This is an optimization exercise on Yosys and OpenROAD, whose aim is small area and a short achievable clock period, not a production implementation.
The RTL was checked by simulation tests, not by an equivalence proof against the original design.

==> flow/design.v <==
`timescale 1ns / 1ps
module fixed_point_q8_8 (
    input signed [15:0] a,  
    input signed [15:0] b,  
    input wire [1:0] op,    
    output reg signed [15:0] result
);
    wire signed [31:0] mul_temp;  
    reg signed [15:0] temp_result;
    always @(*) begin
        case (op)
            2'b00: temp_result = a + b;   
            2'b01: temp_result = a - b;   
            2'b10: temp_result = (a * b) >>> 8;  
            default: temp_result = 16'b0;
        endcase
        if (temp_result > 16'sh7FFF) 
            result = 16'sh7FFF;   
        else if (temp_result < 16'sh8000) 
            result = 16'sh8000;   
        else
            result = temp_result;
    end
endmodule
`timescale 1ns / 1ps
module lif_neuron_q8_8 (
    input signed [15:0] V_in,    
    input signed [15:0] I_in,    
    input signed [15:0] dt_tau,  
    input wire clk, rst,         
    output reg signed [15:0] V_out,  
    output reg spike               
);
    wire signed [15:0] delta_V, V_updated;
    localparam signed [15:0] threshold = 16'sh3200;  
    fixed_point_q8_8 adder (.a(I_in), .b(-V_in), .op(2'b01), .result(delta_V));  
    fixed_point_q8_8 multiplier (.a(delta_V), .b(dt_tau), .op(2'b10), .result(V_updated));  
    always @(posedge clk or posedge rst) begin
        if (rst) begin
            V_out <= 16'h0000;  
            spike <= 1'b0;
        end
        else begin
            V_out <= V_in + V_updated;  
            if (V_out >= threshold) begin
                spike <= 1;
                V_out <= 16'h0000;  
            end else
                spike <= 0;
        end
    end
endmodule
`timescale 1ns / 1ps
module tmr_lif_neuron (
    input signed [15:0] V_in1, V_in2, V_in3,   
    input signed [15:0] I_in1, I_in2, I_in3,   
    input signed [15:0] dt_tau,                
    input wire clk, rst,                       
    output reg signed [15:0] V_out,            
    output reg spike                           
);
    wire signed [15:0] V1, V2, V3;
    wire spike1, spike2, spike3;
    lif_neuron_q8_8 neuron1 (.V_in(V_in1), .I_in(I_in1), .dt_tau(dt_tau), .clk(clk), .rst(rst), .V_out(V1), .spike(spike1));
    lif_neuron_q8_8 neuron2 (.V_in(V_in2), .I_in(I_in2), .dt_tau(dt_tau), .clk(clk), .rst(rst), .V_out(V2), .spike(spike2));
    lif_neuron_q8_8 neuron3 (.V_in(V_in3), .I_in(I_in3), .dt_tau(dt_tau), .clk(clk), .rst(rst), .V_out(V3), .spike(spike3));
    always @(*) begin
        if ((V1 >= V2 && V1 <= V3) || (V1 <= V2 && V1 >= V3))
            V_out = V1;
        else if ((V2 >= V1 && V2 <= V3) || (V2 <= V1 && V2 >= V3))
            V_out = V2;
        else
            V_out = V3;
    end
    always @(*) begin
        spike = (spike1 & spike2) | (spike2 & spike3) | (spike1 & spike3);
    end
endmodule
==> flow/run.sh <==
#!/bin/bash
# synth_recipe.tcl (not shown) runs the flow's synth.tcl, then flattens the netlist and writes it again
# the make line also repeats each setting of config.mk as NAME=value (left out here)
make -C /OpenROAD-flow-scripts/flow DESIGN_CONFIG=/design/flow/config.mk WORK_HOME=/design/flow/orfs CLKGATE_MAP_FILE= SYNTH_SCRIPT=/design/flow/synth_recipe.tcl finish
==> flow/config.mk <==
export PLATFORM = sky130hd
export DESIGN_NAME = tmr_lif_neuron
export DESIGN_NICKNAME = tmr_lif_neuron
export VERILOG_FILES = /design/flow/design.v
export SDC_FILE = /design/flow/constraint.sdc
export NUM_CORES = 4
export LEC_CHECK = 0
export CAP_MARGIN = 20
export CORE_MARGIN = 2
export CORE_UTILIZATION = 40
export SLEW_MARGIN = 20
==> flow/constraint.sdc <==
create_clock -name core_clock -period 13.0 [get_ports {clk}]
set_input_delay 2.6000 -clock core_clock [delete_from_list [all_inputs] [get_ports {clk}]]
set_output_delay 2.6000 -clock core_clock [all_outputs]
set_load 0.01 [all_outputs]
==> run summary <==
Run status:
- The run finished with no timing, DRC or antenna violations.

Critical path:
- In this run the register-to-register setup slack is between 10 and 15 ns.
- The endpoint identified for the worst register-to-register timing path is neuron3.V_out[8].
- The kind of launch point of the worst setup path is a primary input.
- The startpoint identified for the worst register-to-register timing path is neuron3.V_out[11].
- The critical path required time is 13.22 ns.
- The critical path depth in cells is 45.
- The number of cells on the worst reg-to-reg path is 4.
- The critical path in this run is classified as in -> reg.
- The largest stage delay on the critical path is ~0.54 ns.
- The highest net fanout along the worst path is 5.
- Among cell families on the critical path, the largest total delay comes from adder cells.
- STA classifies the critical path endpoint as a flop.
- The highest-delay cell along the critical path is sky130_fd_sc_hd__fa_1.
- The buffering stage count on the worst path with inverters included is 8.
- The critical path arrival is about 13 ns.

Timing:
- At the pin with the least slew margin, the transition time is around 1.2 ns.
- Once routing completed, OpenROAD measured the worst setup slack at 0.508 ns.
- In the finished design, the share of the clock period the worst path needs comes to 0.961.
- The setup clock skew after layout is 0.00414 ns.
- Static timing analysis puts the maximum clock frequency at 80.0 MHz.
- The aggregate negative setup slack is 0 ns.
- Setup repair after global routing could not meet its margin everywhere.
- Setup violations remaining at the end of the flow were counted as 0.
- The smallest hold slack is just over 0.6 ns.
- The number of hold-slack violations in the final timing report came to 0.
- The remaining max-slew budget at the tightest pin is 0.197.
- The final-report max-slew violation count is 0.
- The time the final worst path needs with I/O delays and setup is between 10 and 15 ns.

Cells and area:
- Leaving out fill and tap cells, the most frequent cells in the layout are 444 x sky130_fd_sc_hd__inv_1, 322 x sky130_fd_sc_hd__ha_1, 240 x sky130_fd_sc_hd__fa_1.
- In the final layout, the share of cells above drive strength 1 is 0.0369.
- After filler insertion, the fill cell instance count of the layout stands at between 4000 and 5000.
- In the final design database the tool counted 3006 nets.
- Registers take between 0.001 and 0.0015 mm².
- The area growth from synthesis to layout is 13.2%.
- The most common library cell in the layout ignoring fill and taps is sky130_fd_sc_hd__inv_1.
- Summing all multi-input logic gate instances after layout gives 0.0156 mm².
- After routing the design area is roughly 0.021 mm².
- The final non-filler cell total is about 2900.

Global route:
- The number of global-route vias before repair is between 15000 and 20000.
- In the global route stage, overall resource usage came out at 0.217.
- The maximum number of pins on one net before global-route repair is 52.
- The global-route wire length before repair is 82300 µm.
- The initial antenna violation count came to 1.
- The total congestion overflow is 0.

Placed design:
- The final HPWL from detailed placement is 43400 µm.
- The count of input and output buffers is 130.
- The number of placed instances, taps included, is ~2900.
- The routability-driven placement congestion ratio is 0.936.
- The placement-stage worst setup slack is -0.245 ns.
- The placed cell area is 0.0209 mm².

Flow run:
- Max-cap violations in this run came to 0.

Detailed routing:
- The routed wire length is 51500 µm.
- For this run, design rule violations remaining after detail routing come to 0.
- The remaining antenna violation count after routing is 0.
- The count of TritonRoute iterations in the first routing pass is 5.
- The number of DRC markers in iteration 0 is about 720.
- Across all layers, the routed design uses roughly 15000 vias.
- The vias per cell is roughly 5.
- In the final routed layout, each cell accounts on average for around 18 µm.

Clock network:
- CTS placed an instance of sky130_fd_sc_hd__clkbuf_16 at the clock tree root.
- The H-tree was split into 2 levels.
- The clock passes through at most 2 buffers.
- For the worst-skew pair, the clock arrives at the later sink with an insertion delay of between 0.2 and 0.3 ns.
- In this run, post-CTS hold repair placed 0 buffers.
- Clock tree synthesis found a total of between 50 and 60 sinks.
- Clock-pin slew was measured on the worst setup and hold paths at 0.06 ns.
- The clock tree from TritonCTS is yes.
- The total clock buffers created by CTS is 5.

Synth:
- The cell count after synthesis is about 2200.
- The mapped netlist covers between 0.015 and 0.02 mm².
- By area the synthesized netlist is led by sky130_fd_sc_hd__fa_1 26%, sky130_fd_sc_hd__ha_1 22%, sky130_fd_sc_hd__inv_1 8.9%, sky130_fd_sc_hd__dfrtp_1 6.8%, sky130_fd_sc_hd__xnor2_1 6.7%.
- For this run, the register share of the synthesized area comes to 0.0682.
- The async set-reset flop share out of synthesis is 1.00.
- The share of the synthesized area in the top cell type is 0.257.
- The synthesized design contains 51 register bits.
- The library cell occupying the most area in the post-synthesis netlist is sky130_fd_sc_hd__fa_1.
- The count of warnings emitted by yosys is 3.
- The net count after synthesis is 2888.
- For this run, the leading register cell type out of synthesis is sky130_fd_sc_hd__dfrtp_1.
- Averaged over all synthesized cells, the footprint is approximately 8.5 µm².
- The number of unique standard cell types used by synthesis is 56.
- The number of enable-type register cells in the synthesized netlist is 0.

Worst hold path:
- The class of the tightest hold or removal check is reg -> reg.
- In this run the most critical hold path is launched from neuron3.V_out[15].
- Along the worst hold path, the cell count comes to 2.
- The end of the worst hold path is neuron3.V_out[1].

Floorplan:
- The die is about 220 µm wide.
- After floorplanning, the core was divided into between 70 and 80 placement rows.
- The core region is about 0.046 mm².
- The total die area is 0.0485 mm².
- 131 I/O pins were placed.
- The initial utilization of the core area, before any placement, comes to 0.404.
- The vertical die dimension is about 220 µm.
[timing repair]
item                                    in CTS  in global routing
hold endpoints to repair                     0                  0
resized for setup                            0                 24
endpoints found under the setup margin       0                  8
setup buffers                                0                  1
[state kept, by name, summed over array words and instances, names as in the netlist]
name,cells
neuron2.V_out,16
neuron3.spike,1
neuron1.V_out,16
neuron1.spike,1
neuron2.spike,1
neuron3.V_out,16
[routing by layer]
layer / GRT usage / vias up / routed length, µm / share of wire
met5: 0 / - / 0 / 0
met4: 0.0494 / 0 / 1110 / 0.022
li1: - / 7093 / - / -
met2: 0.372 / 400 / 24800 / 0.48
met1: 0.299 / 7303 / 22800 / 0.44
met3: 0.0170 / 43 / 2840 / 0.055
[tightest hold or removal path: stages (launching register included)]
cell and delay (ns):
sky130_fd_sc_hd__dfrtp_1 0.34, sky130_fd_sc_hd__a21oi_1 0.11, sky130_fd_sc_hd__nor2_1 0.11
[through the flow]
stage	utilization
floorplan	-
global placement	0.450
detailed placement	0.450
CTS	0.454
global route	0.457
finish	0.457
[cell type report]
type / count / share of cell area
repair buffers: 176 / 0.0789
multi-input cells: 1651 / 0.738
clock inverters: 2 / 0.00177
clock buffers: 5 / 0.00591
flip-flops and latches: 51 / 0.0603
well taps: 607 / 0.0359
diodes: 2 / 0.000236
inverters: 445 / 0.0789
[logic make-up (layout without fill, tap and decap cells)]
group                      Yosys count  after routing  synth area share
adders and majority gates          563            563             0.473
other                                0              2                 0
buffers and inverters              510            628             0.103
and+or+nand+nor                    646            646             0.176
DFF                                 51             51            0.0682
muxes                                1              1          0.000535
AOI/OAI and AO/OA                  251            251            0.0833
xor gates and xnor gates           190            190            0.0964
[cells in the mapped netlist, drive strengths merged, types with 9 or more instances]
| master | count |
|---|---|
| xor2 | 35 |
| clkbuf | 63 |
| inv | 445 |
| nand2b | 31 |
| nand3 | 16 |
| o21a | 9 |
| dfrtp | 51 |
| fa | 240 |
| nor2b | 67 |
| o21ai | 54 |
| xnor2 | 146 |
| nor2 | 94 |
| nand2 | 195 |
| a21oi | 90 |
| nand4 | 10 |
| a21o | 49 |
| and2 | 190 |
| ha | 322 |
| nor3 | 17 |
[worst max path at each step]
stage                     slack [ns]                end  startpoint
after CTS                       0.03  neuron3.V_out[15]    V_in3[0]
after floorplan                 1.09  neuron3.V_out[15]    V_in3[0]
after global placement          0.06  neuron3.V_out[15]    V_in3[0]
after detailed placement       -0.24  neuron3.V_out[15]    V_in3[0]
after global routing            -0.1  neuron3.V_out[15]    V_in3[0]
final                           0.51  neuron3.V_out[15]    V_in3[0]

[afterwards: timing with drivers on the ports]
How much do the figures lean on ideal ports? The routed layout below was timed once more, with nothing changed but the port constraints. Step 1 assumes that a clkbuf_16 drives the clock port and a buf_2 every other input. Step 2, shift: input delay + t, output delay - t, t = (earliest + latest rising clock arrival at the registers) / 2. This alone moves slack from input paths to output paths. Three values: ideal ports, drivers, drivers and shift; two values: the first two.
shift t [ns]: 0.327
setup WS [ns]: 0.508 / 0.504 / 0.177
hold slack, ns: 0.608 / 0.608 / 0.608
After both steps setup and hold are still met in this run. The setup slack of this run moves by -0.004 ns with the drivers and by -0.331 ns with both steps.
